Context: an optimization exercise on an open-source flow, tuned for small area. The choices shown serve that exercise and are no tape-out recipe.
Only simulation tests tie the RTL to the original design; equivalence was not proved.
No activity file was given, so power comes from the tool's default toggle rates.

## flow/design.v (module list and top-level ports; edited modules follow where they fit)
// module axis_fir_15: 2817 lines
// module fa_cell: 4 lines
// module hold1: 3 lines
module axis_fir_15 #
    (
        parameter integer C_S00_AXIS_TDATA_WIDTH    = 64,
        parameter integer C_M00_AXIS_TDATA_WIDTH    = 64
    )
    (
        input wire  s00_axis_aclk, s00_axis_aresetn,
        input wire  s00_axis_tlast, s00_axis_tvalid,
        input wire [C_S00_AXIS_TDATA_WIDTH-1 : 0] s00_axis_tdata,
        input wire [(C_S00_AXIS_TDATA_WIDTH/8)-1: 0] s00_axis_tstrb,
        output logic  s00_axis_tready,
        input wire  m00_axis_aclk, m00_axis_aresetn,
        input wire  m00_axis_tready,
        output logic  m00_axis_tvalid, m00_axis_tlast,
        output logic [C_M00_AXIS_TDATA_WIDTH-1 : 0] m00_axis_tdata,
        output logic [(C_M00_AXIS_TDATA_WIDTH/8)-1: 0] m00_axis_tstrb
    );
  // ...
==> flow/flow/run.sh <==
#!/bin/bash
set -euo pipefail
export BUFFER_PORTS_ARGS="-buffer_cell sky130_fd_sc_hd__buf_1"
export CTS_ARGS="-sink_clustering_enable -repair_clock_nets -buf_list sky130_fd_sc_hd__clkbuf_8 -sink_clustering_size 18 -sink_clustering_max_diameter 60 -dont_use_dummy_load"
bash standard.sh > standard.log 2>&1
==> flow/standard.sh <==
#!/bin/bash
# synth_recipe.tcl (not shown) runs the flow's synth.tcl, then flattens the netlist and writes it again
# the make line also repeats each setting of config.mk as NAME=value (left out here)
make -C /OpenROAD-flow-scripts/flow DESIGN_CONFIG=/design/flow/config.mk WORK_HOME=/design/flow/orfs CLKGATE_MAP_FILE= SYNTH_SCRIPT=/design/flow/synth_recipe.tcl "${@:-finish}"
==> flow/config.mk <==
export PLATFORM = sky130hd
export DESIGN_NAME = axis_fir_15
export DESIGN_NICKNAME = axis_fir_15
export VERILOG_FILES = /design/flow/design.v
export SDC_FILE = /design/flow/constraint.sdc
export NUM_CORES = 8
export LEC_CHECK = 0
export CAP_MARGIN = 20
export CORE_MARGIN = 2
export CORE_UTILIZATION = 75
export CTS_BUF_LIST = sky130_fd_sc_hd__clkbuf_8
export CTS_CLUSTER_DIAMETER = 60
export CTS_CLUSTER_SIZE = 16
export SLEW_MARGIN = 20
export SYNTH_HIERARCHICAL = 1
==> flow/constraint.sdc <==
create_clock -name core_clock -period 12.0 [get_ports {s00_axis_aclk}]
set_input_delay 2.4000 -clock core_clock [delete_from_list [all_inputs] [get_ports {s00_axis_aclk}]]
set_output_delay 2.4000 -clock core_clock [all_outputs]
set_load 0.01 [all_outputs]
==> metrics.cfg, run 1 <==
[cells_and_area]
final_cell_mix=3315 x dfxtp_1, 3314 x a22o_1, 877 x fa_1, 207 x clkbuf_8, 119 x buf_1
layout.nonclk_buf_frac=0.00913
fin_area_sq_um=121000
final_cells=10200
antenna_cells=2
layout_commonest_cell=dfxtp_1
top_regs=xs: 3264 flops, acc: 41 flops, m00_axis_tstrb: 8 flops
multiInputCombCellCount=4402

[floorplan]
rows=143
die_h_microns=396
fp.coreArea_sq_um=152000

[global_route]
grt_pass1_wl_mm=352
grt_pass1_vias=65500
grt_max_degree=276
grt_use_met1=0.397

[critical_path]
r2r_cells=27
startpoint_type=flip-flop
reg2reg_from=xs[0][0]
critical_path_required_ns=12.82
timing.critical_path.from=xs[0][0]
r2r_end=acc[38]
cp_slowest_stage_delay_ns=0.55
crit_fanout=6
path_class=flip-flop to flip-flop

[cts]
cts.path.max_buffers=3
cts_sinks=3315

[synth]
synth_mux_area_frac=0.000174
synth_fa_ha_area_frac=0.156
ys_ff_latch=3315

[min_path]
hold_end=xs[87][28]

[power]
seqPwrFrac=0.623
power.leakage_nw=49.9

[status]
status=finished clean

[sta]
fin_ws_ns=1.34
skew_ns=0.0835

[placed_design]
dp_cells=9982
hpwl_mm=137

==> run 2: changes to the inputs <==
--- a/flow/design.v
+++ b/flow/design.v
@@ -2797,24 +2797,24 @@
     assign s1802 = acc[39] ^ 1'b1;
     assign c1803 = acc[39] & 1'b1;
     wire s1804;
     wire c1805;
     assign s1804 = acc[40] ^ 1'b1;
     assign c1805 = acc[40] & 1'b1;
     wire [AW-1:0] ra = {c1803, c1801, c1799, c1797, s1796, c1787, c1785, c1783, c1781, c1779, c1777, c1775, c1773, c1771, c1769, c1767, c1765, c1763, c1761, c1759, c1757, c1755, c1753, c1751, c1749, c1747, c1745, c1743, c1741, c1739, c1737, c1735, c1733, c1731, c1729, c1795, s1794, s1792, s1790, s1726, s1662};
     wire [AW-1:0] rb = {s1804, s1802, s1800, s1798, 1'b1, s1788, s1786, s1784, s1782, s1780, s1778, s1776, s1774, s1772, s1770, s1768, s1766, s1764, s1762, s1760, s1758, s1756, s1754, s1752, s1750, s1748, s1746, s1744, s1742, s1740, s1738, s1736, s1734, s1732, s1730, s1728, 1'b1, 1'b0, 1'b0, 1'b0, 1'b0};
-    wire [11:0] rc;
+    wire [13:0] rc;
     wire [AW-1:0] sum;
     assign sum[0] = ra[0] ^ rb[0];
     assign rc[0] = ra[0] & rb[0];
-    for (genvar j = 1; j < 12; j++) begin : g_rip
+    for (genvar j = 1; j < 14; j++) begin : g_rip
         fa_cell u_r (.a(ra[j]), .b(rb[j]), .c(rc[j-1]), .s(sum[j]), .co(rc[j]));
     end
-    assign sum[AW-1:12] = ra[AW-1:12] + rb[AW-1:12] + {{(AW-12-1){1'b0}}, rc[11]};
+    assign sum[AW-1:14] = ra[AW-1:14] + rb[AW-1:14] + {{(AW-14-1){1'b0}}, rc[13]};
     logic [AW-1:0] acc_d;
     for (genvar j = 0; j < AW; j++) begin : g_acc
         hold1 u_h (.d(sum[j]), .q(acc[j]), .en(load_r), .en_n(hold_r), .y(acc_d[j]));
     end
     always_ff @(posedge s00_axis_aclk) acc <= acc_d;
     assign m00_axis_tdata = {{(64-AW){acc[AW-1]}}, acc};
 endmodule
 module fa_cell (input wire a, b, c, output wire s, co);
==> flow/flow/run.sh (replaced) <==
#!/bin/bash
set -euo pipefail
export BUFFER_PORTS_ARGS="-buffer_cell sky130_fd_sc_hd__buf_1"
export CTS_ARGS="-sink_clustering_enable -repair_clock_nets -buf_list sky130_fd_sc_hd__clkbuf_8 -sink_clustering_size 19 -sink_clustering_max_diameter 60 -dont_use_dummy_load"
bash standard.sh > standard.log 2>&1
==> run 2 against run 1 <==
  * First-iteration DRC count up 4.9%
  * Count of clock-buffer cells in the layout down 7
  * Clock power down 2%
  * Final cell count down 0.11%
  * Global-route usage down 0.43 points
  * Combinational power down 2%
  * Sequential share of layout area up 0.10 points
  * Die area about the same
  * Non-clock buffer count unchanged
  * Register-to-register slack worse by 0.86 ns
  * Synthesized area about the same
  * Routed wire length down 1.3%
==> metrics.cfg, run 2 <==
[cells_and_area]
drive_gt1_frac=0.0315  ; was 0.0322
regMostFlops=xs  ; unchanged
largest_reg_flops=3264  ; unchanged
nets=9134  ; was 9145
fin_area_sq_um=121000  ; about the same
fillCellCount=8995  ; was 9019
areaGrowthSynthToFinish_pct=5.33  ; was 5.46%
top_regs=xs: 3264 flops, acc: 41 flops, m00_axis_tstrb: 8 flops  ; unchanged
final_cells=10200  ; about the same
fin_util=0.796  ; was 0.798
final_cell_mix=3315 x a22o_1, 3315 x dfxtp_1, 879 x fa_1, 200 x clkbuf_8, 119 x buf_1  ; was 3315 x dfxtp_1, 3314 x a22o_1, 877 x fa_1, 207 x clkbuf_8, 119 x buf_1

[synth]
synth_top_area_share=0.577  ; about the same
ys.flop_type=dfxtp_1  ; unchanged
synth_cell_type_count=53  ; was 52
postSynthAreaPerCell_sq_um=14.7  ; about the same
syn_area_sq_um=115000  ; about the same
ys_ff_latch=3315  ; unchanged
synth_edf_count=0  ; unchanged
synthTopCellsByCount=3315 x a22o_1, 3315 x dfxtp_1, 879 x fa_1, 73 x inv_1, 32 x a21oi_1  ; was 3315 x dfxtp_1, 3314 x a22o_1, 877 x fa_1, 75 x inv_1, 28 x buf_4
yosysTopAreaCell=dfxtp_1  ; unchanged
synth-seq-area-share=0.577  ; about the same
synth.area.top_cells=dfxtp_1 58%, a22o_1 25%, fa_1 15%  ; unchanged
syn_inst=7819  ; was 7826
synthArstFlopShare=0  ; unchanged
ys.warnings.count=10  ; unchanged

[drt]
drt_first_pass_iters=8  ; was 6
routed_wl_mm=209  ; was 211 mm
antenna_left=0  ; unchanged
wire_per_inst_microns=20.5  ; was 20.7 microns
met1Wirelength_mm=99.6  ; was 96.9 mm
highest_layer=met5  ; unchanged
drt-initial-drc-count=5537  ; was 5278
met3_length_mm=8.30  ; was 7.39 mm
drc_errors=0  ; unchanged
dr_total_vias=66100  ; was 66300
wl_met2_mm=96.4  ; was 102 mm
viasPerCell=6.49  ; was 6.50

[critical_path]
startpoint_type=flip-flop  ; unchanged
path_class=flip-flop to flip-flop  ; unchanged
critical_path.top_delay_family=adder cells  ; unchanged
cp.depth=28  ; was 27
end_kind=flip-flop  ; unchanged
r2r_cells=28  ; was 27
arrival_ns=12.32  ; was 11.48 ns
r2r_slack_ns=0.49  ; was 1.34 ns
cpMostUsedCell=fa_1  ; unchanged
cp_slowest_stage_delay_ns=0.55  ; about the same
r2r_end=acc[38]  ; unchanged
crit_fanout=4  ; was 6
critical_path_required_ns=12.81  ; was 12.82 ns
path_buf_inv=1  ; unchanged
slowest_stage=fa_1  ; unchanged
reg2reg_from=xs[0][2]  ; was xs[0][0]

[cts]
clk_pin_slew_ns=0.11  ; was 0.10 ns
clk_root_buffer_cell=clkbuf_8  ; unchanged
post-cts-setup-buffers=0  ; unchanged
clock_latency_ns=0.94  ; was 0.96 ns
cts_sinks=3315  ; unchanged
numCtsBuffers=200  ; was 207
post_cts_resized=0  ; unchanged
cts_tree=built  ; unchanged
holdBufCountCts=0  ; unchanged
h-tree-depth=4  ; unchanged
cts.path.max_buffers=3  ; unchanged

[power]
irDropWorstVdd_v=0.000132  ; was 0.000125 V
powerDensity_nw_per_um2=146  ; was 147 nW/um^2
p_total_mw=17.7  ; was 17.9 mW
power.leakage_nw=49.7  ; was 49.9 nW

[min_path]
hold_end=xs[64][2]  ; was xs[87][28]
min_from=xs[63][2]  ; was xs[86][28]
min_path_cells=1  ; unchanged
hold_path.class=flip-flop to flip-flop  ; unchanged

[floorplan]
die_h_microns=395  ; was 396 microns
ios=154  ; unchanged
rows=143  ; unchanged
die_area_sq_um=156000  ; about the same
initial_core_util=0.756  ; about the same
die_w_microns=395  ; was 396 microns
fp.coreArea_sq_um=152000  ; unchanged

[status]
status=finished clean  ; unchanged

[sta]
finalMaxSlewViolations=0  ; unchanged
worstMarginPinSlew_ns=1.26  ; was 1.18 ns
skew_ns=0.0855  ; was 0.0835 ns
fmax_mhz=86.9  ; was 93.8 MHz
hold_viol=0  ; unchanged
fin_crit_sh=0.959  ; was 0.888
slew_headroom=0.161  ; was 0.214
tns_ns=0  ; unchanged
fin_crit_ns=11.51  ; was 10.66 ns
setup-violations-final=0  ; unchanged
rsz0062_at_grt=no  ; unchanged

[global_route]
track_usage=0.266  ; was 0.271
grt_max_degree=272  ; was 276
antenna_found_initial=2  ; unchanged
gr-total-overflow=0  ; unchanged
grt_pass1_wl_mm=347  ; was 352 mm
grt_pass1_vias=64800  ; was 65500

[flow_run]
cap_violations=0  ; unchanged

[placed_design]
gp_congestion=0.896  ; was 0.884
dp_cells=9978  ; was 9982
post_dp_cell_area_sq_um=118000  ; about the same
hpwl_mm=134  ; was 137 mm
port-buffer-count=119  ; unchanged

==> run 2: changes by cell type after synthesis, sizes merged, moves of 5 or more <==
cell	before	now
xor2	13	7
clkbuf	7	1
nor2	8	18
nor3	8	3
a21o	17	5
==> run 2: cells by family (layout without fill, tap and decap cells) <==
logic type      Yosys count  count (layout)  synth area share
compound gates         3395            3395             0.257
flops                  3315            3315             0.577
fa+ha+maj               904             904             0.156
buf+inv                 107             434           0.00468
simple gates             72              72           0.00324
xor+xnor                 23              23           0.00175
other cells               2               7         0.0000653
mux                       1               1         0.0000871
==> run 2: worst max-delay path by stage <==
stage                          to            start
after CTS                 acc[38]         xs[0][2]
after detailed placement  acc[38]         xs[0][2]
final                     acc[38]         xs[0][2]
after global routing      acc[38]         xs[0][2]
after floorplan            acc[0]  s00_axis_tvalid
after global placement    acc[38]         xs[0][2]
==> run 2: power by group <==
group          internal [mW]  total (mW)  switching [mW]  leakage [nW]
combinational          0.737        2.01            1.28          21.5
sequential              11.0        11.1          0.0708          26.7
clock                   1.50        4.60            3.10          1.44
total                   13.3        17.7            4.45          49.7
==> run 2: layout make-up <==
cell class	instances	area, sq um	area share
antenna	2	5.00	0.0000413
sequential	3315	66400	0.548
tap	2030	2540	0.0210
multi-input combinational	4400	48100	0.397
inverter	73	274	0.00226
clock buffer	200	2750	0.0227
timing repair buffer	161	1060	0.00876
==> run 2: through the flow <==
step,hold WS [ns],setup WS (ns)
6_report,0.446,0.488
3_5_place_dp,0.455,0.492
2_1_floorplan,0.443,-33.68
5_1_grt,0.470,0.136
3_3_place_gp,0.454,0.677
4_1_cts,0.450,0.452
==> run 2: layer usage <==
| metal | vias up | GRT usage |
|---|---|---|
| met4 | 2 | 0.0602 |
| met1 | 33500 | 0.415 |
| li1 | 31000 | - |
| met5 | - | 0 |
| met2 | 1216 | 0.400 |
| met3 | 275 | 0.0374 |
==> run 2: modules after synthesis (local to each module, per instance) <==
module	cells	flops+latches	times used
fa_cell	1	0	877
axis_fir_15	3628	3315	1
hold1	1	0	3314
==> run 2: worst reg2reg max path: cells and delay by family, from the launching register on <==
family / cells / cell delay [ns]
compound gates: 7 / 1.75
fa+ha+maj: 20 / 9.06
buf+inv: 1 / 0.05
flops: 1 / 0.50

re-timing with driven ports:
No port has a modelled driver above. Below, the same layouts with a new extraction and two added sets of constraints. Step 1 assumes that a clkbuf_16 drives the clock port and a buf_2 every other input. Step 2 also shifts input and output timing later by t, the mid clock arrival at the registers, as if the neighbouring blocks saw the same clock. Slacks: no drivers / after step 1 / after step 2; pairs: no drivers / after step 1.
| run | shift t [ns] | setup WS [ns] | latest minus earliest clock arrival (ns) | worst data-port slew with drivers (ns) | cell pins on the clock port's net |
|---|---|---|---|---|---|
| run 1 | 0.996 | 1.344 / 1.344 / 1.344 | 0.084 / 0.083 | 0.11 | 1 |
| run 2 | 0.983 | 0.488 / 0.488 / 0.488 | 0.091 / 0.091 | 0.09 | 1 |
After both steps every run listed still meets setup and hold.
